Context: an optimization exercise on an open-source flow, tuned for small area and a short achievable clock period. The choices shown serve that exercise and are no tape-out recipe. Only the layout flow was run in this run; the RTL was not checked for function there. Power figures rest on the tool's default switching activity, not on a simulated workload.

==> flow/design.v <==
`timescale 1ns/1ps
module FloatingPoint_Multiplier_Complete (
    input wire         clk,
    input wire         rst,
    input  wire [15:0] a,
    input  wire [15:0] b,
    output reg  [15:0] result,
    output reg         overflow,
    output reg         underflow
);
    wire es_g0 = a[10] & b[10];
    wire es_p0 = a[10] ^ b[10];
    wire es_g1 = a[11] & b[11];
    wire es_p1 = a[11] ^ b[11];
    wire es_g2 = a[12] & b[12];
    wire es_p2 = a[12] ^ b[12];
    wire es_g3 = a[13] & b[13];
    wire es_p3 = a[13] ^ b[13];
    wire es_g4 = a[14] & b[14];
    wire es_p4 = a[14] ^ b[14];
    wire es_G0_1 = es_g1 | (es_p1 & es_g0);
    wire es_P0_1 = es_p1 & es_p0;
    wire es_G0_2 = es_g2 | (es_p2 & es_g1);
    wire es_P0_2 = es_p2 & es_p1;
    wire es_G0_3 = es_g3 | (es_p3 & es_g2);
    wire es_P0_3 = es_p3 & es_p2;
    wire es_G0_4 = es_g4 | (es_p4 & es_g3);
    wire es_P0_4 = es_p4 & es_p3;
    wire es_G1_2 = es_G0_2 | (es_P0_2 & es_g0);
    wire es_P1_2 = es_P0_2 & es_p0;
    wire es_G1_3 = es_G0_3 | (es_P0_3 & es_G0_1);
    wire es_P1_3 = es_P0_3 & es_P0_1;
    wire es_G1_4 = es_G0_4 | (es_P0_4 & es_G0_2);
    wire es_P1_4 = es_P0_4 & es_P0_2;
    wire es_G2_4 = es_G1_4 | (es_P1_4 & es_g0);
    wire es_P2_4 = es_P1_4 & es_p0;
    wire es_s1 = es_p1 ^ es_g0;
    wire es_s2 = es_p2 ^ es_G0_1;
    wire es_s3 = es_p3 ^ es_G1_2;
    wire es_s4 = es_p4 ^ es_G1_3;
    reg        r1_sign, r1_zero, r1_ha;
    reg  [5:0] r1_es;    
    reg  [9:0] r1_ma;
    reg  [5:0] r1_one, r1_two;    
    reg  [4:0] r1_neg;
    wire [12:0] yb = {2'b00, b[14:10] != 5'd0, b[9:0]};
    always @(posedge clk) begin
        r1_sign <= a[15] ^ b[15];
        r1_zero <= (a[14:0] == 15'd0) | (b[14:0] == 15'd0);
        r1_es   <= {es_G2_4, es_s4, es_s3, es_s2, es_s1, es_p0};
        r1_ha   <= a[14:10] != 5'd0;
        r1_ma   <= a[9:0];
        r1_one[0] <= yb[0] ^ 1'b0;
        r1_two[0] <= (yb[1] & ~yb[0] & ~1'b0) | (~yb[1] & yb[0] & 1'b0);
        r1_neg[0] <= yb[1];
        r1_one[1] <= yb[2] ^ yb[1];
        r1_two[1] <= (yb[3] & ~yb[2] & ~yb[1]) | (~yb[3] & yb[2] & yb[1]);
        r1_neg[1] <= yb[3];
        r1_one[2] <= yb[4] ^ yb[3];
        r1_two[2] <= (yb[5] & ~yb[4] & ~yb[3]) | (~yb[5] & yb[4] & yb[3]);
        r1_neg[2] <= yb[5];
        r1_one[3] <= yb[6] ^ yb[5];
        r1_two[3] <= (yb[7] & ~yb[6] & ~yb[5]) | (~yb[7] & yb[6] & yb[5]);
        r1_neg[3] <= yb[7];
        r1_one[4] <= yb[8] ^ yb[7];
        r1_two[4] <= (yb[9] & ~yb[8] & ~yb[7]) | (~yb[9] & yb[8] & yb[7]);
        r1_neg[4] <= yb[9];
        r1_one[5] <= yb[10] ^ yb[9];
        r1_two[5] <= (yb[11] & ~yb[10] & ~yb[9]) | (~yb[11] & yb[10] & yb[9]);
    end
    wire [10:0] mx = {r1_ha, r1_ma};
    wire bp0_0 = ((r1_one[0] & mx[0])) ^ r1_neg[0];
    wire bp0_1 = ((r1_one[0] & mx[1]) | (r1_two[0] & mx[0])) ^ r1_neg[0];
    wire bp0_2 = ((r1_one[0] & mx[2]) | (r1_two[0] & mx[1])) ^ r1_neg[0];
    wire bp0_3 = ((r1_one[0] & mx[3]) | (r1_two[0] & mx[2])) ^ r1_neg[0];
    wire bp0_4 = ((r1_one[0] & mx[4]) | (r1_two[0] & mx[3])) ^ r1_neg[0];
    wire bp0_5 = ((r1_one[0] & mx[5]) | (r1_two[0] & mx[4])) ^ r1_neg[0];
    wire bp0_6 = ((r1_one[0] & mx[6]) | (r1_two[0] & mx[5])) ^ r1_neg[0];
    wire bp0_7 = ((r1_one[0] & mx[7]) | (r1_two[0] & mx[6])) ^ r1_neg[0];
    wire bp0_8 = ((r1_one[0] & mx[8]) | (r1_two[0] & mx[7])) ^ r1_neg[0];
    wire bp0_9 = ((r1_one[0] & mx[9]) | (r1_two[0] & mx[8])) ^ r1_neg[0];
    wire bp0_10 = ((r1_one[0] & mx[10]) | (r1_two[0] & mx[9])) ^ r1_neg[0];
    wire bp0_11 = ((r1_two[0] & mx[10])) ^ r1_neg[0];
    wire bp1_0 = ((r1_one[1] & mx[0])) ^ r1_neg[1];
    wire bp1_1 = ((r1_one[1] & mx[1]) | (r1_two[1] & mx[0])) ^ r1_neg[1];
    wire bp1_2 = ((r1_one[1] & mx[2]) | (r1_two[1] & mx[1])) ^ r1_neg[1];
    wire bp1_3 = ((r1_one[1] & mx[3]) | (r1_two[1] & mx[2])) ^ r1_neg[1];
    wire bp1_4 = ((r1_one[1] & mx[4]) | (r1_two[1] & mx[3])) ^ r1_neg[1];
    wire bp1_5 = ((r1_one[1] & mx[5]) | (r1_two[1] & mx[4])) ^ r1_neg[1];
    wire bp1_6 = ((r1_one[1] & mx[6]) | (r1_two[1] & mx[5])) ^ r1_neg[1];
    wire bp1_7 = ((r1_one[1] & mx[7]) | (r1_two[1] & mx[6])) ^ r1_neg[1];
    wire bp1_8 = ((r1_one[1] & mx[8]) | (r1_two[1] & mx[7])) ^ r1_neg[1];
    wire bp1_9 = ((r1_one[1] & mx[9]) | (r1_two[1] & mx[8])) ^ r1_neg[1];
    wire bp1_10 = ((r1_one[1] & mx[10]) | (r1_two[1] & mx[9])) ^ r1_neg[1];
    wire bp1_11 = ((r1_two[1] & mx[10])) ^ r1_neg[1];
    wire bp2_0 = ((r1_one[2] & mx[0])) ^ r1_neg[2];
    wire bp2_1 = ((r1_one[2] & mx[1]) | (r1_two[2] & mx[0])) ^ r1_neg[2];
    wire bp2_2 = ((r1_one[2] & mx[2]) | (r1_two[2] & mx[1])) ^ r1_neg[2];
    wire bp2_3 = ((r1_one[2] & mx[3]) | (r1_two[2] & mx[2])) ^ r1_neg[2];
    wire bp2_4 = ((r1_one[2] & mx[4]) | (r1_two[2] & mx[3])) ^ r1_neg[2];
    wire bp2_5 = ((r1_one[2] & mx[5]) | (r1_two[2] & mx[4])) ^ r1_neg[2];
    wire bp2_6 = ((r1_one[2] & mx[6]) | (r1_two[2] & mx[5])) ^ r1_neg[2];
    wire bp2_7 = ((r1_one[2] & mx[7]) | (r1_two[2] & mx[6])) ^ r1_neg[2];
    wire bp2_8 = ((r1_one[2] & mx[8]) | (r1_two[2] & mx[7])) ^ r1_neg[2];
    wire bp2_9 = ((r1_one[2] & mx[9]) | (r1_two[2] & mx[8])) ^ r1_neg[2];
    wire bp2_10 = ((r1_one[2] & mx[10]) | (r1_two[2] & mx[9])) ^ r1_neg[2];
    wire bp2_11 = ((r1_two[2] & mx[10])) ^ r1_neg[2];
    wire bp3_0 = ((r1_one[3] & mx[0])) ^ r1_neg[3];
    wire bp3_1 = ((r1_one[3] & mx[1]) | (r1_two[3] & mx[0])) ^ r1_neg[3];
    wire bp3_2 = ((r1_one[3] & mx[2]) | (r1_two[3] & mx[1])) ^ r1_neg[3];
    wire bp3_3 = ((r1_one[3] & mx[3]) | (r1_two[3] & mx[2])) ^ r1_neg[3];
    wire bp3_4 = ((r1_one[3] & mx[4]) | (r1_two[3] & mx[3])) ^ r1_neg[3];
    wire bp3_5 = ((r1_one[3] & mx[5]) | (r1_two[3] & mx[4])) ^ r1_neg[3];
    wire bp3_6 = ((r1_one[3] & mx[6]) | (r1_two[3] & mx[5])) ^ r1_neg[3];
    wire bp3_7 = ((r1_one[3] & mx[7]) | (r1_two[3] & mx[6])) ^ r1_neg[3];
    wire bp3_8 = ((r1_one[3] & mx[8]) | (r1_two[3] & mx[7])) ^ r1_neg[3];
    wire bp3_9 = ((r1_one[3] & mx[9]) | (r1_two[3] & mx[8])) ^ r1_neg[3];
    wire bp3_10 = ((r1_one[3] & mx[10]) | (r1_two[3] & mx[9])) ^ r1_neg[3];
    wire bp3_11 = ((r1_two[3] & mx[10])) ^ r1_neg[3];
    wire bp4_0 = ((r1_one[4] & mx[0])) ^ r1_neg[4];
    wire bp4_1 = ((r1_one[4] & mx[1]) | (r1_two[4] & mx[0])) ^ r1_neg[4];
    wire bp4_2 = ((r1_one[4] & mx[2]) | (r1_two[4] & mx[1])) ^ r1_neg[4];
    wire bp4_3 = ((r1_one[4] & mx[3]) | (r1_two[4] & mx[2])) ^ r1_neg[4];
    wire bp4_4 = ((r1_one[4] & mx[4]) | (r1_two[4] & mx[3])) ^ r1_neg[4];
    wire bp4_5 = ((r1_one[4] & mx[5]) | (r1_two[4] & mx[4])) ^ r1_neg[4];
    wire bp4_6 = ((r1_one[4] & mx[6]) | (r1_two[4] & mx[5])) ^ r1_neg[4];
    wire bp4_7 = ((r1_one[4] & mx[7]) | (r1_two[4] & mx[6])) ^ r1_neg[4];
    wire bp4_8 = ((r1_one[4] & mx[8]) | (r1_two[4] & mx[7])) ^ r1_neg[4];
    wire bp4_9 = ((r1_one[4] & mx[9]) | (r1_two[4] & mx[8])) ^ r1_neg[4];
    wire bp4_10 = ((r1_one[4] & mx[10]) | (r1_two[4] & mx[9])) ^ r1_neg[4];
    wire bp4_11 = ((r1_two[4] & mx[10])) ^ r1_neg[4];
    wire bp5_0 = (r1_one[5] & mx[0]);
    wire bp5_1 = (r1_one[5] & mx[1]) | (r1_two[5] & mx[0]);
    wire bp5_2 = (r1_one[5] & mx[2]) | (r1_two[5] & mx[1]);
    wire bp5_3 = (r1_one[5] & mx[3]) | (r1_two[5] & mx[2]);
    wire bp5_4 = (r1_one[5] & mx[4]) | (r1_two[5] & mx[3]);
    wire bp5_5 = (r1_one[5] & mx[5]) | (r1_two[5] & mx[4]);
    wire bp5_6 = (r1_one[5] & mx[6]) | (r1_two[5] & mx[5]);
    wire bp5_7 = (r1_one[5] & mx[7]) | (r1_two[5] & mx[6]);
    wire bp5_8 = (r1_one[5] & mx[8]) | (r1_two[5] & mx[7]);
    wire bp5_9 = (r1_one[5] & mx[9]) | (r1_two[5] & mx[8]);
    wire bp5_10 = (r1_one[5] & mx[10]) | (r1_two[5] & mx[9]);
    wire bp5_11 = (r1_two[5] & mx[10]);
    wire hs0 = r1_neg[3] ^ bp0_6;
    wire hc0 = r1_neg[3] & bp0_6;
    wire hs1 = bp0_7 ^ bp1_5;
    wire hc1 = bp0_7 & bp1_5;
    wire fs0 = r1_neg[4] ^ bp0_8 ^ bp1_6;
    wire fc0 = (r1_neg[4] & bp0_8) | (r1_neg[4] & bp1_6) | (bp0_8 & bp1_6);
    wire hs2 = bp2_4 ^ bp3_2;
    wire hc2 = bp2_4 & bp3_2;
    wire fs1 = bp0_9 ^ bp1_7 ^ bp2_5;
    wire fc1 = (bp0_9 & bp1_7) | (bp0_9 & bp2_5) | (bp1_7 & bp2_5);
    wire hs3 = bp3_3 ^ bp4_1;
    wire hc3 = bp3_3 & bp4_1;
    wire fs2 = bp0_10 ^ bp1_8 ^ bp2_6;
    wire fc2 = (bp0_10 & bp1_8) | (bp0_10 & bp2_6) | (bp1_8 & bp2_6);
    wire fs3 = bp3_4 ^ bp4_2 ^ bp5_0;
    wire fc3 = (bp3_4 & bp4_2) | (bp3_4 & bp5_0) | (bp4_2 & bp5_0);
    wire fs4 = bp0_11 ^ bp1_9 ^ bp2_7;
    wire fc4 = (bp0_11 & bp1_9) | (bp0_11 & bp2_7) | (bp1_9 & bp2_7);
    wire fs5 = bp3_5 ^ bp4_3 ^ bp5_1;
    wire fc5 = (bp3_5 & bp4_3) | (bp3_5 & bp5_1) | (bp4_3 & bp5_1);
    wire fs6 = r1_neg[0] ^ bp1_10 ^ bp2_8;
    wire fc6 = (r1_neg[0] & bp1_10) | (r1_neg[0] & bp2_8) | (bp1_10 & bp2_8);
    wire fs7 = bp3_6 ^ bp4_4 ^ bp5_2;
    wire fc7 = (bp3_6 & bp4_4) | (bp3_6 & bp5_2) | (bp4_4 & bp5_2);
    wire fs8 = r1_neg[0] ^ bp1_11 ^ bp2_9;
    wire fc8 = (r1_neg[0] & bp1_11) | (r1_neg[0] & bp2_9) | (bp1_11 & bp2_9);
    wire fs9 = bp3_7 ^ bp4_5 ^ bp5_3;
    wire fc9 = (bp3_7 & bp4_5) | (bp3_7 & bp5_3) | (bp4_5 & bp5_3);
    wire fs10 = ~r1_neg[0] ^ ~r1_neg[1] ^ bp2_10;
    wire fc10 = (~r1_neg[0] & ~r1_neg[1]) | (~r1_neg[0] & bp2_10) | (~r1_neg[1] & bp2_10);
    wire fs11 = bp3_8 ^ bp4_6 ^ bp5_4;
    wire fc11 = (bp3_8 & bp4_6) | (bp3_8 & bp5_4) | (bp4_6 & bp5_4);
    wire fs12 = 1'b1 ^ bp2_11 ^ bp3_9;
    wire fc12 = (1'b1 & bp2_11) | (1'b1 & bp3_9) | (bp2_11 & bp3_9);
    wire hs4 = bp4_7 ^ bp5_5;
    wire hc4 = bp4_7 & bp5_5;
    wire fs13 = ~r1_neg[2] ^ bp3_10 ^ bp4_8;
    wire fc13 = (~r1_neg[2] & bp3_10) | (~r1_neg[2] & bp4_8) | (bp3_10 & bp4_8);
    wire hs5 = 1'b1 ^ bp3_11;
    wire hc5 = 1'b1 & bp3_11;
    wire hs6 = r1_neg[2] ^ bp0_4;
    wire hc6 = r1_neg[2] & bp0_4;
    wire hs7 = bp0_5 ^ bp1_3;
    wire hc7 = bp0_5 & bp1_3;
    wire fs14 = bp1_4 ^ bp2_2 ^ bp3_0;
    wire fc14 = (bp1_4 & bp2_2) | (bp1_4 & bp3_0) | (bp2_2 & bp3_0);
    wire fs15 = bp2_3 ^ bp3_1 ^ hc0;
    wire fc15 = (bp2_3 & bp3_1) | (bp2_3 & hc0) | (bp3_1 & hc0);
    wire fs16 = bp4_0 ^ hc1 ^ hs2;
    wire fc16 = (bp4_0 & hc1) | (bp4_0 & hs2) | (hc1 & hs2);
    wire fs17 = hc2 ^ hs3 ^ fc0;
    wire fc17 = (hc2 & hs3) | (hc2 & fc0) | (hs3 & fc0);
    wire fs18 = hc3 ^ fc1 ^ fs2;
    wire fc18 = (hc3 & fc1) | (hc3 & fs2) | (fc1 & fs2);
    wire fs19 = fc2 ^ fc3 ^ fs4;
    wire fc19 = (fc2 & fc3) | (fc2 & fs4) | (fc3 & fs4);
    wire fs20 = fc4 ^ fc5 ^ fs6;
    wire fc20 = (fc4 & fc5) | (fc4 & fs6) | (fc5 & fs6);
    wire fs21 = fc6 ^ fc7 ^ fs8;
    wire fc21 = (fc6 & fc7) | (fc6 & fs8) | (fc7 & fs8);
    wire fs22 = fc8 ^ fc9 ^ fs10;
    wire fc22 = (fc8 & fc9) | (fc8 & fs10) | (fc9 & fs10);
    wire fs23 = hs4 ^ fc10 ^ fc11;
    wire fc23 = (hs4 & fc10) | (hs4 & fc11) | (fc10 & fc11);
    wire fs24 = bp5_6 ^ hc4 ^ fc12;
    wire fc24 = (bp5_6 & hc4) | (bp5_6 & fc12) | (hc4 & fc12);
    wire fs25 = bp4_9 ^ bp5_7 ^ hs5;
    wire fc25 = (bp4_9 & bp5_7) | (bp4_9 & hs5) | (bp5_7 & hs5);
    wire fs26 = ~r1_neg[3] ^ bp4_10 ^ bp5_8;
    wire fc26 = (~r1_neg[3] & bp4_10) | (~r1_neg[3] & bp5_8) | (bp4_10 & bp5_8);
    wire hs8 = 1'b1 ^ bp4_11;
    wire hc8 = 1'b1 & bp4_11;
    wire hs9 = r1_neg[1] ^ bp0_2;
    wire hc9 = r1_neg[1] & bp0_2;
    wire hs10 = bp0_3 ^ bp1_1;
    wire hc10 = bp0_3 & bp1_1;
    wire fs27 = bp1_2 ^ bp2_0 ^ hs6;
    wire fc27 = (bp1_2 & bp2_0) | (bp1_2 & hs6) | (bp2_0 & hs6);
    wire fs28 = bp2_1 ^ hc6 ^ hs7;
    wire fc28 = (bp2_1 & hc6) | (bp2_1 & hs7) | (hc6 & hs7);
    wire fs29 = hc7 ^ hs0 ^ fs14;
    wire fc29 = (hc7 & hs0) | (hc7 & fs14) | (hs0 & fs14);
    wire fs30 = hs1 ^ fc14 ^ fs15;
    wire fc30 = (hs1 & fc14) | (hs1 & fs15) | (fc14 & fs15);
    wire fs31 = fs0 ^ fc15 ^ fs16;
    wire fc31 = (fs0 & fc15) | (fs0 & fs16) | (fc15 & fs16);
    wire fs32 = fs1 ^ fc16 ^ fs17;
    wire fc32 = (fs1 & fc16) | (fs1 & fs17) | (fc16 & fs17);
    wire fs33 = fs3 ^ fc17 ^ fs18;
    wire fc33 = (fs3 & fc17) | (fs3 & fs18) | (fc17 & fs18);
    wire fs34 = fs5 ^ fc18 ^ fs19;
    wire fc34 = (fs5 & fc18) | (fs5 & fs19) | (fc18 & fs19);
    wire fs35 = fs7 ^ fc19 ^ fs20;
    wire fc35 = (fs7 & fc19) | (fs7 & fs20) | (fc19 & fs20);
    wire fs36 = fs9 ^ fc20 ^ fs21;
    wire fc36 = (fs9 & fc20) | (fs9 & fs21) | (fc20 & fs21);
    wire fs37 = fs11 ^ fc21 ^ fs22;
    wire fc37 = (fs11 & fc21) | (fs11 & fs22) | (fc21 & fs22);
    wire fs38 = fs12 ^ fc22 ^ fs23;
    wire fc38 = (fs12 & fc22) | (fs12 & fs23) | (fc22 & fs23);
    wire fs39 = fs13 ^ fc23 ^ fs24;
    wire fc39 = (fs13 & fc23) | (fs13 & fs24) | (fc23 & fs24);
    wire fs40 = fc13 ^ fc24 ^ fs25;
    wire fc40 = (fc13 & fc24) | (fc13 & fs25) | (fc24 & fs25);
    wire fs41 = hc5 ^ fs26 ^ fc25;
    wire fc41 = (hc5 & fs26) | (hc5 & fc25) | (fs26 & fc25);
    wire fs42 = bp5_9 ^ hs8 ^ fc26;
    wire fc42 = (bp5_9 & hs8) | (bp5_9 & fc26) | (hs8 & fc26);
    wire fs43 = ~r1_neg[4] ^ bp5_10 ^ hc8;
    wire fc43 = (~r1_neg[4] & bp5_10) | (~r1_neg[4] & hc8) | (bp5_10 & hc8);
    wire hs11 = 1'b1 ^ bp5_11;
    wire lo_g0 = r1_neg[0] & bp0_0;
    wire lo_p0 = r1_neg[0] ^ bp0_0;
    wire lo_g2 = bp1_0 & hs9;
    wire lo_p2 = bp1_0 ^ hs9;
    wire lo_g3 = hc9 & hs10;
    wire lo_p3 = hc9 ^ hs10;
    wire lo_g4 = hc10 & fs27;
    wire lo_p4 = hc10 ^ fs27;
    wire lo_g5 = fc27 & fs28;
    wire lo_p5 = fc27 ^ fs28;
    wire lo_g6 = fc28 & fs29;
    wire lo_p6 = fc28 ^ fs29;
    wire lo_g7 = fc29 & fs30;
    wire lo_p7 = fc29 ^ fs30;
    wire lo_g8 = fc30 & fs31;
    wire lo_p8 = fc30 ^ fs31;
    wire lo_g9 = fc31 & fs32;
    wire lo_p9 = fc31 ^ fs32;
    wire lo_G0_1 = (bp0_1 & lo_g0);
    wire lo_P0_1 = bp0_1 & lo_p0;
    wire lo_G0_2 = lo_g2;
    wire lo_P0_2 = lo_p2 & bp0_1;
    wire lo_G0_3 = lo_g3 | (lo_p3 & lo_g2);
    wire lo_P0_3 = lo_p3 & lo_p2;
    wire lo_G0_4 = lo_g4 | (lo_p4 & lo_g3);
    wire lo_P0_4 = lo_p4 & lo_p3;
    wire lo_G0_5 = lo_g5 | (lo_p5 & lo_g4);
    wire lo_P0_5 = lo_p5 & lo_p4;
    wire lo_G0_6 = lo_g6 | (lo_p6 & lo_g5);
    wire lo_P0_6 = lo_p6 & lo_p5;
    wire lo_G0_7 = lo_g7 | (lo_p7 & lo_g6);
    wire lo_P0_7 = lo_p7 & lo_p6;
    wire lo_G0_8 = lo_g8 | (lo_p8 & lo_g7);
    wire lo_P0_8 = lo_p8 & lo_p7;
    wire lo_G0_9 = lo_g9 | (lo_p9 & lo_g8);
    wire lo_P0_9 = lo_p9 & lo_p8;
    wire lo_G1_2 = lo_G0_2 | (lo_P0_2 & lo_g0);
    wire lo_P1_2 = lo_P0_2 & lo_p0;
    wire lo_G1_3 = lo_G0_3 | (lo_P0_3 & lo_G0_1);
    wire lo_P1_3 = lo_P0_3 & lo_P0_1;
    wire lo_G1_4 = lo_G0_4 | (lo_P0_4 & lo_G0_2);
    wire lo_P1_4 = lo_P0_4 & lo_P0_2;
    wire lo_G1_5 = lo_G0_5 | (lo_P0_5 & lo_G0_3);
    wire lo_P1_5 = lo_P0_5 & lo_P0_3;
    wire lo_G1_6 = lo_G0_6 | (lo_P0_6 & lo_G0_4);
    wire lo_P1_6 = lo_P0_6 & lo_P0_4;
    wire lo_G1_7 = lo_G0_7 | (lo_P0_7 & lo_G0_5);
    wire lo_P1_7 = lo_P0_7 & lo_P0_5;
    wire lo_G1_8 = lo_G0_8 | (lo_P0_8 & lo_G0_6);
    wire lo_P1_8 = lo_P0_8 & lo_P0_6;
    wire lo_G1_9 = lo_G0_9 | (lo_P0_9 & lo_G0_7);
    wire lo_P1_9 = lo_P0_9 & lo_P0_7;
    wire lo_G2_4 = lo_G1_4 | (lo_P1_4 & lo_g0);
    wire lo_P2_4 = lo_P1_4 & lo_p0;
    wire lo_G2_5 = lo_G1_5 | (lo_P1_5 & lo_G0_1);
    wire lo_P2_5 = lo_P1_5 & lo_P0_1;
    wire lo_G2_6 = lo_G1_6 | (lo_P1_6 & lo_G1_2);
    wire lo_P2_6 = lo_P1_6 & lo_P1_2;
    wire lo_G2_7 = lo_G1_7 | (lo_P1_7 & lo_G1_3);
    wire lo_P2_7 = lo_P1_7 & lo_P1_3;
    wire lo_G2_8 = lo_G1_8 | (lo_P1_8 & lo_G1_4);
    wire lo_P2_8 = lo_P1_8 & lo_P1_4;
    wire lo_G2_9 = lo_G1_9 | (lo_P1_9 & lo_G1_5);
    wire lo_P2_9 = lo_P1_9 & lo_P1_5;
    wire lo_G3_8 = lo_G2_8 | (lo_P2_8 & lo_g0);
    wire lo_P3_8 = lo_P2_8 & lo_p0;
    wire lo_G3_9 = lo_G2_9 | (lo_P2_9 & lo_G0_1);
    wire lo_P3_9 = lo_P2_9 & lo_P0_1;
    wire lo_s1 = bp0_1 ^ lo_g0;
    wire lo_s2 = lo_p2 ^ lo_G0_1;
    wire lo_s3 = lo_p3 ^ lo_G1_2;
    wire lo_s4 = lo_p4 ^ lo_G1_3;
    wire lo_s5 = lo_p5 ^ lo_G2_4;
    wire lo_s6 = lo_p6 ^ lo_G2_5;
    wire lo_s7 = lo_p7 ^ lo_G2_6;
    wire lo_s8 = lo_p8 ^ lo_G2_7;
    wire lo_s9 = lo_p9 ^ lo_G3_8;
    wire [9:0] nlo = {lo_s9, lo_s8, lo_s7, lo_s6, lo_s5, lo_s4, lo_s3, lo_s2, lo_s1, lo_p0};
    wire zq0 = ~(r1_neg[0] ^ bp0_0);
    wire zq1 = ~(bp0_1 ^ (r1_neg[0] | bp0_0));
    wire zq2 = ~((bp1_0 ^ hs9) ^ bp0_1);
    wire zq3 = ~((hc9 ^ hs10) ^ (bp1_0 | hs9));
    wire zq4 = ~((hc10 ^ fs27) ^ (hc9 | hs10));
    wire zq5 = ~((fc27 ^ fs28) ^ (hc10 | fs27));
    wire zq6 = ~((fc28 ^ fs29) ^ (fc27 | fs28));
    wire zq7 = ~((fc29 ^ fs30) ^ (fc28 | fs29));
    wire zq8 = ~((fc30 ^ fs31) ^ (fc29 | fs30));
    wire zq9 = ~((fc31 ^ fs32) ^ (fc30 | fs31));
    wire zr1 = ~(bp0_1 ^ (r1_neg[0] & bp0_0));
    wire z08 = zq0 & zq1 & zq2 & zq3 & zq4 & zq5 & zq6 & zq7 & zq8;    
    wire z19 = zr1 & zq2 & zq3 & zq4 & zq5 & zq6 & zq7 & zq8 & zq9;    
    wire [6:0] e2 = {1'b0, r1_es} - 7'd15;    
    reg [21:10] r2_a;
    reg [21:10] r2_b;
    reg        r2_cin;
    reg        r2_z0;
    reg        r2_z1;
    reg        r2_n9;
    reg        r2_sign;
    reg        r2_zero;
    reg  [6:0] r2_e;
    always @(posedge clk) begin
        r2_cin <= lo_G3_9;
        r2_z0 <= z08;
        r2_z1 <= z19;
        r2_n9 <= nlo[9];
        r2_a[10] <= fc32;
        r2_b[10] <= fs33;
        r2_a[11] <= fc33;
        r2_b[11] <= fs34;
        r2_a[12] <= fc34;
        r2_b[12] <= fs35;
        r2_a[13] <= fc35;
        r2_b[13] <= fs36;
        r2_a[14] <= fc36;
        r2_b[14] <= fs37;
        r2_a[15] <= fs38;
        r2_b[15] <= fc37;
        r2_a[16] <= fc38;
        r2_b[16] <= fs39;
        r2_a[17] <= fc39;
        r2_b[17] <= fs40;
        r2_a[18] <= fc40;
        r2_b[18] <= fs41;
        r2_a[19] <= fs42;
        r2_b[19] <= fc41;
        r2_a[20] <= fs43;
        r2_b[20] <= fc42;
        r2_a[21] <= hs11;
        r2_b[21] <= fc43;
        r2_sign <= r1_sign;
        r2_zero <= r1_zero;
        r2_e <= e2;
    end
    wire hi_g0 = r2_a[10] & r2_b[10];
    wire hi_p0 = r2_a[10] ^ r2_b[10];
    wire hi_g1 = r2_a[11] & r2_b[11];
    wire hi_p1 = r2_a[11] ^ r2_b[11];
    wire hi_g2 = r2_a[12] & r2_b[12];
    wire hi_p2 = r2_a[12] ^ r2_b[12];
    wire hi_g3 = r2_a[13] & r2_b[13];
    wire hi_p3 = r2_a[13] ^ r2_b[13];
    wire hi_g4 = r2_a[14] & r2_b[14];
    wire hi_p4 = r2_a[14] ^ r2_b[14];
    wire hi_g5 = r2_a[15] & r2_b[15];
    wire hi_p5 = r2_a[15] ^ r2_b[15];
    wire hi_g6 = r2_a[16] & r2_b[16];
    wire hi_p6 = r2_a[16] ^ r2_b[16];
    wire hi_g7 = r2_a[17] & r2_b[17];
    wire hi_p7 = r2_a[17] ^ r2_b[17];
    wire hi_g8 = r2_a[18] & r2_b[18];
    wire hi_p8 = r2_a[18] ^ r2_b[18];
    wire hi_g9 = r2_a[19] & r2_b[19];
    wire hi_p9 = r2_a[19] ^ r2_b[19];
    wire hi_g10 = r2_a[20] & r2_b[20];
    wire hi_p10 = r2_a[20] ^ r2_b[20];
    wire hi_g11 = r2_a[21] & r2_b[21];
    wire hi_p11 = r2_a[21] ^ r2_b[21];
    wire hi_G0_1 = hi_g0 | (hi_p0 & r2_cin);
    wire hi_G0_2 = hi_g1 | (hi_p1 & hi_g0);
    wire hi_P0_2 = hi_p1 & hi_p0;
    wire hi_G0_3 = hi_g2 | (hi_p2 & hi_g1);
    wire hi_P0_3 = hi_p2 & hi_p1;
    wire hi_G0_4 = hi_g3 | (hi_p3 & hi_g2);
    wire hi_P0_4 = hi_p3 & hi_p2;
    wire hi_G0_5 = hi_g4 | (hi_p4 & hi_g3);
    wire hi_P0_5 = hi_p4 & hi_p3;
    wire hi_G0_6 = hi_g5 | (hi_p5 & hi_g4);
    wire hi_P0_6 = hi_p5 & hi_p4;
    wire hi_G0_7 = hi_g6 | (hi_p6 & hi_g5);
    wire hi_P0_7 = hi_p6 & hi_p5;
    wire hi_G0_8 = hi_g7 | (hi_p7 & hi_g6);
    wire hi_P0_8 = hi_p7 & hi_p6;
    wire hi_G0_9 = hi_g8 | (hi_p8 & hi_g7);
    wire hi_P0_9 = hi_p8 & hi_p7;
    wire hi_G0_10 = hi_g9 | (hi_p9 & hi_g8);
    wire hi_P0_10 = hi_p9 & hi_p8;
    wire hi_G0_11 = hi_g10 | (hi_p10 & hi_g9);
    wire hi_P0_11 = hi_p10 & hi_p9;
    wire hi_G0_12 = hi_g11 | (hi_p11 & hi_g10);
    wire hi_P0_12 = hi_p11 & hi_p10;
    wire hi_G1_2 = hi_G0_2 | (hi_P0_2 & r2_cin);
    wire hi_G1_3 = hi_G0_3 | (hi_P0_3 & hi_G0_1);
    wire hi_G1_4 = hi_G0_4 | (hi_P0_4 & hi_G0_2);
    wire hi_P1_4 = hi_P0_4 & hi_P0_2;
    wire hi_G1_5 = hi_G0_5 | (hi_P0_5 & hi_G0_3);
    wire hi_P1_5 = hi_P0_5 & hi_P0_3;
    wire hi_G1_6 = hi_G0_6 | (hi_P0_6 & hi_G0_4);
    wire hi_P1_6 = hi_P0_6 & hi_P0_4;
    wire hi_G1_7 = hi_G0_7 | (hi_P0_7 & hi_G0_5);
    wire hi_P1_7 = hi_P0_7 & hi_P0_5;
    wire hi_G1_8 = hi_G0_8 | (hi_P0_8 & hi_G0_6);
    wire hi_P1_8 = hi_P0_8 & hi_P0_6;
    wire hi_G1_9 = hi_G0_9 | (hi_P0_9 & hi_G0_7);
    wire hi_P1_9 = hi_P0_9 & hi_P0_7;
    wire hi_G1_10 = hi_G0_10 | (hi_P0_10 & hi_G0_8);
    wire hi_P1_10 = hi_P0_10 & hi_P0_8;
    wire hi_G1_11 = hi_G0_11 | (hi_P0_11 & hi_G0_9);
    wire hi_P1_11 = hi_P0_11 & hi_P0_9;
    wire hi_G1_12 = hi_G0_12 | (hi_P0_12 & hi_G0_10);
    wire hi_P1_12 = hi_P0_12 & hi_P0_10;
    wire hi_G2_4 = hi_G1_4 | (hi_P1_4 & r2_cin);
    wire hi_G2_5 = hi_G1_5 | (hi_P1_5 & hi_G0_1);
    wire hi_G2_6 = hi_G1_6 | (hi_P1_6 & hi_G1_2);
    wire hi_G2_7 = hi_G1_7 | (hi_P1_7 & hi_G1_3);
    wire hi_G2_8 = hi_G1_8 | (hi_P1_8 & hi_G1_4);
    wire hi_P2_8 = hi_P1_8 & hi_P1_4;
    wire hi_G2_9 = hi_G1_9 | (hi_P1_9 & hi_G1_5);
    wire hi_P2_9 = hi_P1_9 & hi_P1_5;
    wire hi_G2_10 = hi_G1_10 | (hi_P1_10 & hi_G1_6);
    wire hi_P2_10 = hi_P1_10 & hi_P1_6;
    wire hi_G2_11 = hi_G1_11 | (hi_P1_11 & hi_G1_7);
    wire hi_P2_11 = hi_P1_11 & hi_P1_7;
    wire hi_G2_12 = hi_G1_12 | (hi_P1_12 & hi_G1_8);
    wire hi_P2_12 = hi_P1_12 & hi_P1_8;
    wire hi_G3_8 = hi_G2_8 | (hi_P2_8 & r2_cin);
    wire hi_G3_9 = hi_G2_9 | (hi_P2_9 & hi_G0_1);
    wire hi_G3_10 = hi_G2_10 | (hi_P2_10 & hi_G1_2);
    wire hi_G3_11 = hi_G2_11 | (hi_P2_11 & hi_G1_3);
    wire hi_G3_12 = hi_G2_12 | (hi_P2_12 & hi_G2_4);
    wire hi_s0 = hi_p0 ^ r2_cin;
    wire hi_s1 = hi_p1 ^ hi_G0_1;
    wire hi_s2 = hi_p2 ^ hi_G1_2;
    wire hi_s3 = hi_p3 ^ hi_G1_3;
    wire hi_s4 = hi_p4 ^ hi_G2_4;
    wire hi_s5 = hi_p5 ^ hi_G2_5;
    wire hi_s6 = hi_p6 ^ hi_G2_6;
    wire hi_s7 = hi_p7 ^ hi_G2_7;
    wire hi_s8 = hi_p8 ^ hi_G3_8;
    wire hi_s9 = hi_p9 ^ hi_G3_9;
    wire hi_s10 = hi_p10 ^ hi_G3_10;
    wire hi_s11 = hi_p11 ^ hi_G3_11;
    wire tie0 = r2_n9 & r2_z0;
    wire tie1 = hi_s0 & r2_z1;
    wire r0_a0_1 = hi_s0 & r2_n9;
    wire r0_a0_2 = hi_s1 & hi_s0;
    wire r0_a0_3 = hi_s2 & hi_s1;
    wire r0_a0_4 = hi_s3 & hi_s2;
    wire r0_a0_5 = hi_s4 & hi_s3;
    wire r0_a0_6 = hi_s5 & hi_s4;
    wire r0_a0_7 = hi_s6 & hi_s5;
    wire r0_a0_8 = hi_s7 & hi_s6;
    wire r0_a0_9 = hi_s8 & hi_s7;
    wire r0_a0_10 = hi_s9 & hi_s8;
    wire r0_a0_11 = hi_s10 & hi_s9;
    wire r0_a1_2 = r0_a0_2 & r2_n9;
    wire r0_a1_3 = r0_a0_3 & r0_a0_1;
    wire r0_a1_4 = r0_a0_4 & r0_a0_2;
    wire r0_a1_5 = r0_a0_5 & r0_a0_3;
    wire r0_a1_6 = r0_a0_6 & r0_a0_4;
    wire r0_a1_7 = r0_a0_7 & r0_a0_5;
    wire r0_a1_8 = r0_a0_8 & r0_a0_6;
    wire r0_a1_9 = r0_a0_9 & r0_a0_7;
    wire r0_a1_10 = r0_a0_10 & r0_a0_8;
    wire r0_a1_11 = r0_a0_11 & r0_a0_9;
    wire r0_a2_4 = r0_a1_4 & r2_n9;
    wire r0_a2_5 = r0_a1_5 & r0_a0_1;
    wire r0_a2_6 = r0_a1_6 & r0_a1_2;
    wire r0_a2_7 = r0_a1_7 & r0_a1_3;
    wire r0_a2_8 = r0_a1_8 & r0_a1_4;
    wire r0_a2_9 = r0_a1_9 & r0_a1_5;
    wire r0_a2_10 = r0_a1_10 & r0_a1_6;
    wire r0_a2_11 = r0_a1_11 & r0_a1_7;
    wire r0_a3_8 = r0_a2_8 & r2_n9;
    wire r0_a3_9 = r0_a2_9 & r0_a0_1;
    wire r0_a3_10 = r0_a2_10 & r0_a1_2;
    wire r0_a3_11 = r0_a2_11 & r0_a1_3;
    wire r0_0 = hi_s0 ^ r2_n9;
    wire r0_1 = hi_s1 ^ r0_a0_1;
    wire r0_2 = hi_s2 ^ r0_a1_2;
    wire r0_3 = hi_s3 ^ r0_a1_3;
    wire r0_4 = hi_s4 ^ r0_a2_4;
    wire r0_5 = hi_s5 ^ r0_a2_5;
    wire r0_6 = hi_s6 ^ r0_a2_6;
    wire r0_7 = hi_s7 ^ r0_a2_7;
    wire r0_8 = hi_s8 ^ r0_a3_8;
    wire r0_9 = hi_s9 ^ r0_a3_9;
    wire r0_10 = hi_s10 ^ r0_a3_10;
    wire r0_top = hi_s11 | r0_a3_11;    
    wire r1_a0_1 = hi_s1 & hi_s0;
    wire r1_a0_2 = hi_s2 & hi_s1;
    wire r1_a0_3 = hi_s3 & hi_s2;
    wire r1_a0_4 = hi_s4 & hi_s3;
    wire r1_a0_5 = hi_s5 & hi_s4;
    wire r1_a0_6 = hi_s6 & hi_s5;
    wire r1_a0_7 = hi_s7 & hi_s6;
    wire r1_a0_8 = hi_s8 & hi_s7;
    wire r1_a0_9 = hi_s9 & hi_s8;
    wire r1_a0_10 = hi_s10 & hi_s9;
    wire r1_a1_2 = r1_a0_2 & hi_s0;
    wire r1_a1_3 = r1_a0_3 & r1_a0_1;
    wire r1_a1_4 = r1_a0_4 & r1_a0_2;
    wire r1_a1_5 = r1_a0_5 & r1_a0_3;
    wire r1_a1_6 = r1_a0_6 & r1_a0_4;
    wire r1_a1_7 = r1_a0_7 & r1_a0_5;
    wire r1_a1_8 = r1_a0_8 & r1_a0_6;
    wire r1_a1_9 = r1_a0_9 & r1_a0_7;
    wire r1_a1_10 = r1_a0_10 & r1_a0_8;
    wire r1_a2_4 = r1_a1_4 & hi_s0;
    wire r1_a2_5 = r1_a1_5 & r1_a0_1;
    wire r1_a2_6 = r1_a1_6 & r1_a1_2;
    wire r1_a2_7 = r1_a1_7 & r1_a1_3;
    wire r1_a2_8 = r1_a1_8 & r1_a1_4;
    wire r1_a2_9 = r1_a1_9 & r1_a1_5;
    wire r1_a2_10 = r1_a1_10 & r1_a1_6;
    wire r1_a3_8 = r1_a2_8 & hi_s0;
    wire r1_a3_9 = r1_a2_9 & r1_a0_1;
    wire r1_a3_10 = r1_a2_10 & r1_a1_2;
    wire r1_0 = hi_s1 ^ hi_s0;
    wire r1_1 = hi_s2 ^ r1_a0_1;
    wire r1_2 = hi_s3 ^ r1_a1_2;
    wire r1_3 = hi_s4 ^ r1_a1_3;
    wire r1_4 = hi_s5 ^ r1_a2_4;
    wire r1_5 = hi_s6 ^ r1_a2_5;
    wire r1_6 = hi_s7 ^ r1_a2_6;
    wire r1_7 = hi_s8 ^ r1_a2_7;
    wire r1_8 = hi_s9 ^ r1_a3_8;
    wire r1_9 = hi_s10 ^ r1_a3_9;
    wire [9:0] mant0 = {r0_9, r0_8, r0_7, r0_6, r0_5, r0_4, r0_3, r0_2, r0_1, r0_0} & ~{9'd0, tie0};
    wire [9:0] mant1 = {r1_9, r1_8, r1_7, r1_6, r1_5, r1_4, r1_3, r1_2, r1_1, r1_0} & ~{9'd0, tie1};
    wire [9:0] mant  = r0_top ? mant1 : mant0;
    wire       ovf0 = ~r2_e[6] & (r2_e[5:0] >= 6'd31);
    wire       ovf1 = ~r2_e[6] & (r2_e[5:0] >= 6'd30);
    wire       unf0 = r2_e[6] | (r2_e[5:0] == 6'd0);
    wire       unf1 = r2_e[6];
    wire [4:0] ef0  = r2_e[4:0];
    wire [4:0] ef1  = r2_e[4:0] + 5'd1;
    wire       ovf  = r0_top ? ovf1 : ovf0;
    wire       unf  = r0_top ? unf1 : unf0;
    wire [4:0] ef   = r0_top ? ef1 : ef0;
    always @(posedge clk or posedge rst) begin
        if (rst) begin
            result    <= 16'd0;
            overflow  <= 1'b0;
            underflow <= 1'b0;
        end else if (r2_zero) begin
            result    <= 16'd0;
            overflow  <= 1'b0;
            underflow <= 1'b0;
        end else if (ovf) begin
            result    <= 16'h7F80;
            overflow  <= 1'b1;
            underflow <= 1'b0;
        end else if (unf) begin
            result    <= 16'd0;
            overflow  <= 1'b0;
            underflow <= 1'b1;
        end else begin
            result    <= {r2_sign, ef, mant};
            overflow  <= 1'b0;
            underflow <= 1'b0;
        end
    end
endmodule
==> flow/flow/run.sh <==
#!/bin/bash
# Own layout flow: the standard flow (standard.sh) with two changes:
#  - synthesis runs Yosys's synth without its generic "abc -fast" pass
#    (-noabc), so the full adders written in the RTL reach extract_fa as
#    written instead of being remapped first; everything else in
#    synth_recipe.tcl (flatten, renames, registers) is unchanged;
#  - port buffers use the buffer cell named in flow/ports.txt.
# Each tool's output is in the ORFS logs under orfs/logs; make's own output
# goes to flow.log here.
set -euo pipefail
here=$(pwd)
first=$(head -n 1 synth_recipe.tcl)
if [[ "$first" != 'proc synth {args} { yosys synth -nofsm -noshare {*}$args }' ]]; then
  echo "unexpected first line of synth_recipe.tcl: $first" >&2
  exit 1
fi
{ echo 'proc synth {args} { yosys synth -nofsm -noshare -noabc {*}$args }'; tail -n +2 synth_recipe.tcl; } > own_synth.tcl
buf=$(tr -d ' \n' < flow/ports.txt)
sed -e "s#SYNTH_SCRIPT=[^ ]*#SYNTH_SCRIPT=$here/own_synth.tcl 'BUFFER_PORTS_ARGS=-buffer_cell $buf'#" standard.sh > own_standard.sh
grep -q own_synth.tcl own_standard.sh
bash own_standard.sh > flow.log 2>&1
==> flow/flow/ports.txt <==
sky130_fd_sc_hd__buf_1
==> flow/standard.sh <==
#!/bin/bash
# synth_recipe.tcl (not shown) runs the flow's synth.tcl, then flattens the netlist and writes it again
# the make line also repeats each setting of config.mk as NAME=value (left out here)
make -C /OpenROAD-flow-scripts/flow DESIGN_CONFIG=/design/flow/config.mk WORK_HOME=/design/flow/orfs CLKGATE_MAP_FILE= SYNTH_SCRIPT=/design/flow/synth_recipe.tcl "${@:-finish}"
==> flow/config.mk <==
export PLATFORM = sky130hd
export DESIGN_NAME = FloatingPoint_Multiplier_Complete
export DESIGN_NICKNAME = FloatingPoint_Multiplier_Complete
export VERILOG_FILES = /design/flow/design.v
export SDC_FILE = /design/flow/constraint.sdc
export NUM_CORES = 4
export LEC_CHECK = 0
export ABC_CLOCK_PERIOD_IN_PS = 2500
export CAP_MARGIN = 20
export CORE_MARGIN = 2
export CORE_UTILIZATION = 40
export SETUP_SLACK_MARGIN = 4.5
export SLEW_MARGIN = 20
==> flow/constraint.sdc <==
create_clock -name core_clock -period 7.5 [get_ports {clk}]
set_input_delay 1.5000 -clock core_clock [delete_from_list [all_inputs] [get_ports {clk}]]
set_output_delay 1.5000 -clock core_clock [all_outputs]
set_load 0.01 [all_outputs]
==> summary.md <==
| Metric | Value |
|---|---|
| Status | finished clean |
| Sequential area share after synthesis | 0.288 |
| # DRC | 0 |
| Yosys reg bits | 91 |
| DR vias | 5088 |
| Fraction of layout instances using a drive strength above 1 | 0.212 |
| Top cells by count, synth | 73 x dfxtp_1, 67 x xnor2_1, 54 x ha_1 |
| TritonCTS clock tree | yes |
| Die width | 133 µm |
| Critical path data arrival time | between 3 and 4 ns |
| Top delay family on crit path | simple AND/OR/NAND/NOR gates |
| Final Power | 3.86 mW |
| Nets | approximately 860 |
| Setup TNS | 0 ns |
| ANT nets after route | 0 |
| Final setup fails | 0 |
| Die ar. | 0.0177 mm² |
| Hold Worst Slack | about 0.33 ns |
| Max VDD drop | 0.000214 V |
| Met3 Usage GRT | 0.0421 |
| Post-cts hold buffer count | 0 |
| Required time worst endpoint | 7.76 ns |
| Crit path buffers/inverters | 0 |
| Cell Pwr Density | roughly 480 mW/mm² |
| Initial Utilization | 0.405 |
| Largest net degree at the start of global routing | 19 |
| Setup CP Type | register to register |
| Vias per inst | around 5.3 |
| Port Buffer Count | 51 |
| Worst slew pin tran | ~0.68 ns |
| Floorplan row count | 47 |
| Post-synth top flop | dfxtp_1 |
| Total Wirelength | 14.9 mm |
| Number of antenna diodes | 0 |
| Post-synthesis async set-or-reset flop share | 0.198 |
| Crit path largest cell delay | 0.52 ns |
| Clock Skews | around 0.0062 ns |
| Final GP Congestion | between 0.8 and 0.9 |
| Slowest CP cell | or4_4 |
| Clock share of power | 0.108 |
| RSZ-0062 raised after global routing | yes |
| # fillers | 1469 |
| Final hold vios | 0 |
| Non-Filler Instances | between 900 and 1000 |
| Global Route met1 Usage | 0.216 |
| Synth-to-Final Area Change | 21.0% |
| Cell count after placement | roughly 900 |
| Comb power frac | 0.699 |
| Hold WC Path Type | register to register |
| Initial DRT Pass Iterations | 6 |
| Ranking of synthesized cells by area | dfxtp_1 22%, fa_1 14%, ha_1 10% |
| Max Fclk | 0.321 GHz |
| CTS Buf Count | 9 |
| CTS Sinks | between 90 and 100 |
| Htree depth | 3 |
| Critical path endpoint category | register |
| Slew headroom | 0.545 |
| Crit path launch type | register |
| Switching Power | 1.76 mW |
| I/O pin cnt | between 50 and 60 |
| Post-synth EDFFs | 0 |
| Vias in the first global route | 5284 |
| Die height | 133 µm |
| Switching Fraction | 0.457 |
| Period utilization | 0.416 |
| Total grt overflow | 0 |
| Register area | 0.00200 mm² |
| DR WL/cell | around 16 µm |
| Mapped Cells | 673 |
| Grt met2 use | 0.301 |
| Clk Latency, worst-skew pair | roughly 0.35 ns |
| Number of DRC markers in iteration 0 | 280 |
| Min cycle time layout | about 3.1 ns |
| Root buffer cell | clkbuf_16 |
| Clock buffer depth | 2 |
| Antenna violations before repair | 0 |
| Leading area contributor after synthesis | dfxtp_1 |
| Library cells used by synthesis | between 60 and 70 |
| Slew Limit Fails | 0 |
| P_leak | around 3.2 nW |
| Total core area | approximately 0.016 mm² |
| Final HPWL DP | about 11 mm |
| Crit path cell chain | fa_2 -> a211oi_4 -> or4_4 -> and4_1 -> or3_4 -> and2_4 -> a41o_4 -> mux2i_4 -> a211o_4 -> a211oi_2 |
| Int Pwr | 2.10 mW |
| Sequential group share of total power | 0.194 |
| Netlist Area Pre-Place | 0.00665 mm² |
| Yosys warnings | 1 |
| Max FO, Critical Path | 8 |
| GRT Util Overall | 0.176 |
| Most crowded layer after global routing | met2 |
| Syn nets | about 810 |
| Multi-input gate area | 0.00488 mm² |
| Maxcap violations | 0 |
| Avg Inst Size Synth | 9.88 µm² |
| First-pass GRT wire length | ~25 mm |
| Most common cell in the netlist | dfxtp_1 |
| Top-area cell type share of the netlist area | 0.220 |
| Clock slew at the register clock pins of the worst setup and hold paths | 0.06 ns |
[what timing repair did]
action                                 CTS  global route
gates cloned                             1             0
gates resized for setup                 85            40
pin swaps                               31            34
buffers inserted                        28             7
setup endpoints to repair               22            21
endpoints found under the hold margin    0             0
[layout make-up]
class / instances / area share
Inverter: 41 / 0.0191
Tap cell: 220 / 0.0342
Multi-Input combinational cell: 502 / 0.607
Sequential cell: 91 / 0.249
Clock inverter: 5 / 0.00451
Timing Repair Buffer: 86 / 0.0569
Clock buffer: 10 / 0.0297
[through the flow]
step	instance area, µm²	utilization	worst slack (ns)
after floorplan	6680	-	4.33
after global placement	6950	0.423	3.72
after detailed placement	6950	0.423	3.58
after CTS	7800	0.476	4.38
after global routing	8040	0.490	4.28
final	8040	0.490	4.38
[final timing paths]
path,slack [ns],depth (start not counted),endpoint,startpoint
setup / recovery,4.38,10,result[6]$_DFF_PP0_,r2_cin$_DFF_P_
hold / removal,0.33,0,r2_zero$_DFF_P_,r1_zero$_DFF_P_
setup reg to reg,4.38,10,result[6]$_DFF_PP0_,r2_cin$_DFF_P_
hold reg to reg,0.33,0,r2_zero$_DFF_P_,r1_zero$_DFF_P_
max in group asynchronous,5.92,2,result[4]$_DFF_PP0_,rst
min in group asynchronous,1.19,2,result[15]$_DFF_PP0_,rst
[routing by layer]
layer / part of all wire / wire length, µm
met5: 0 / 0
met1: 0.44 / 6530
met3: 0.053 / 788
met4: 0.019 / 276
met2: 0.49 / 7320
[logic make-up (layout without fill, tap and decap cells)]
kind of cell / Yosys count / in the layout / synth area share
AOI/OAI and AO/OA: 150 / 151 / 0.163
xor gates and xnor gates: 99 / 99 / 0.133
adders and majority gates: 99 / 99 / 0.237
buffers and inverters: 81 / 142 / 0.0495
DFF: 91 / 91 / 0.288
muxes: 4 / 4 / 0.00790
and+or+nand+nor: 149 / 149 / 0.122
[layout by cell type (no fill, tap or decap), types with 13 or more instances in the layout]
| master | instances |
|---|---|
| a21oi_1 | 16 |
| a22oi_1 | 42 |
| buf_1 | 51 |
| buf_4 | 34 |
| dfrtp_1 | 18 |
| dfxtp_1 | 47 |
| dfxtp_4 | 22 |
| fa_1 | 44 |
| ha_1 | 40 |
| ha_4 | 13 |
| inv_1 | 37 |
| nand2_1 | 37 |
| nand3_1 | 14 |
| nor2_1 | 26 |
| xnor2_1 | 63 |
| xor2_1 | 26 |
[sequential cells by signal, indices dropped and copies added (netlist names), 5 cells and up]
name    flops
r1_two      6
r1_es       6
result     16
r1_neg      5
r2_b       12
r1_one      6
r2_a       12
r2_e        7
r1_ma      10
[power groups by stage]
stage	logic, mW	registers [mW]	clock network [mW]
floorplan	1.72	0.706	0
global placement	2.04	0.727	0
detailed placement	2.06	0.730	0
CTS	2.49	0.742	0.429
global route	2.99	0.763	0.449
finish	2.70	0.748	0.416

## afterwards: timing with drivers on the ports
Ports are ideal in the flow. The routed layout listed here was re-timed in OpenROAD.
Step 1, drivers: a clkbuf_16 drives clk and a buf_2 each remaining input, both assumed.
Step 2, shift: input delay + t, output delay - t, t = (earliest + latest rising clock arrival at the registers) / 2. This alone moves slack from input paths to output paths.
Slacks: ideal ports / drivers / drivers and shift; pairs: ideal ports / drivers.
t (ns): 0.381
slack for setup (ns): 4.381 / 4.381 / 4.381
worst hold slack (ns): 0.326 / 0.326 / 0.326
After both steps this run still meets setup and hold. For this run, drivers alone change the setup slack by 0.000 ns; drivers and shift together by 0.000 ns.
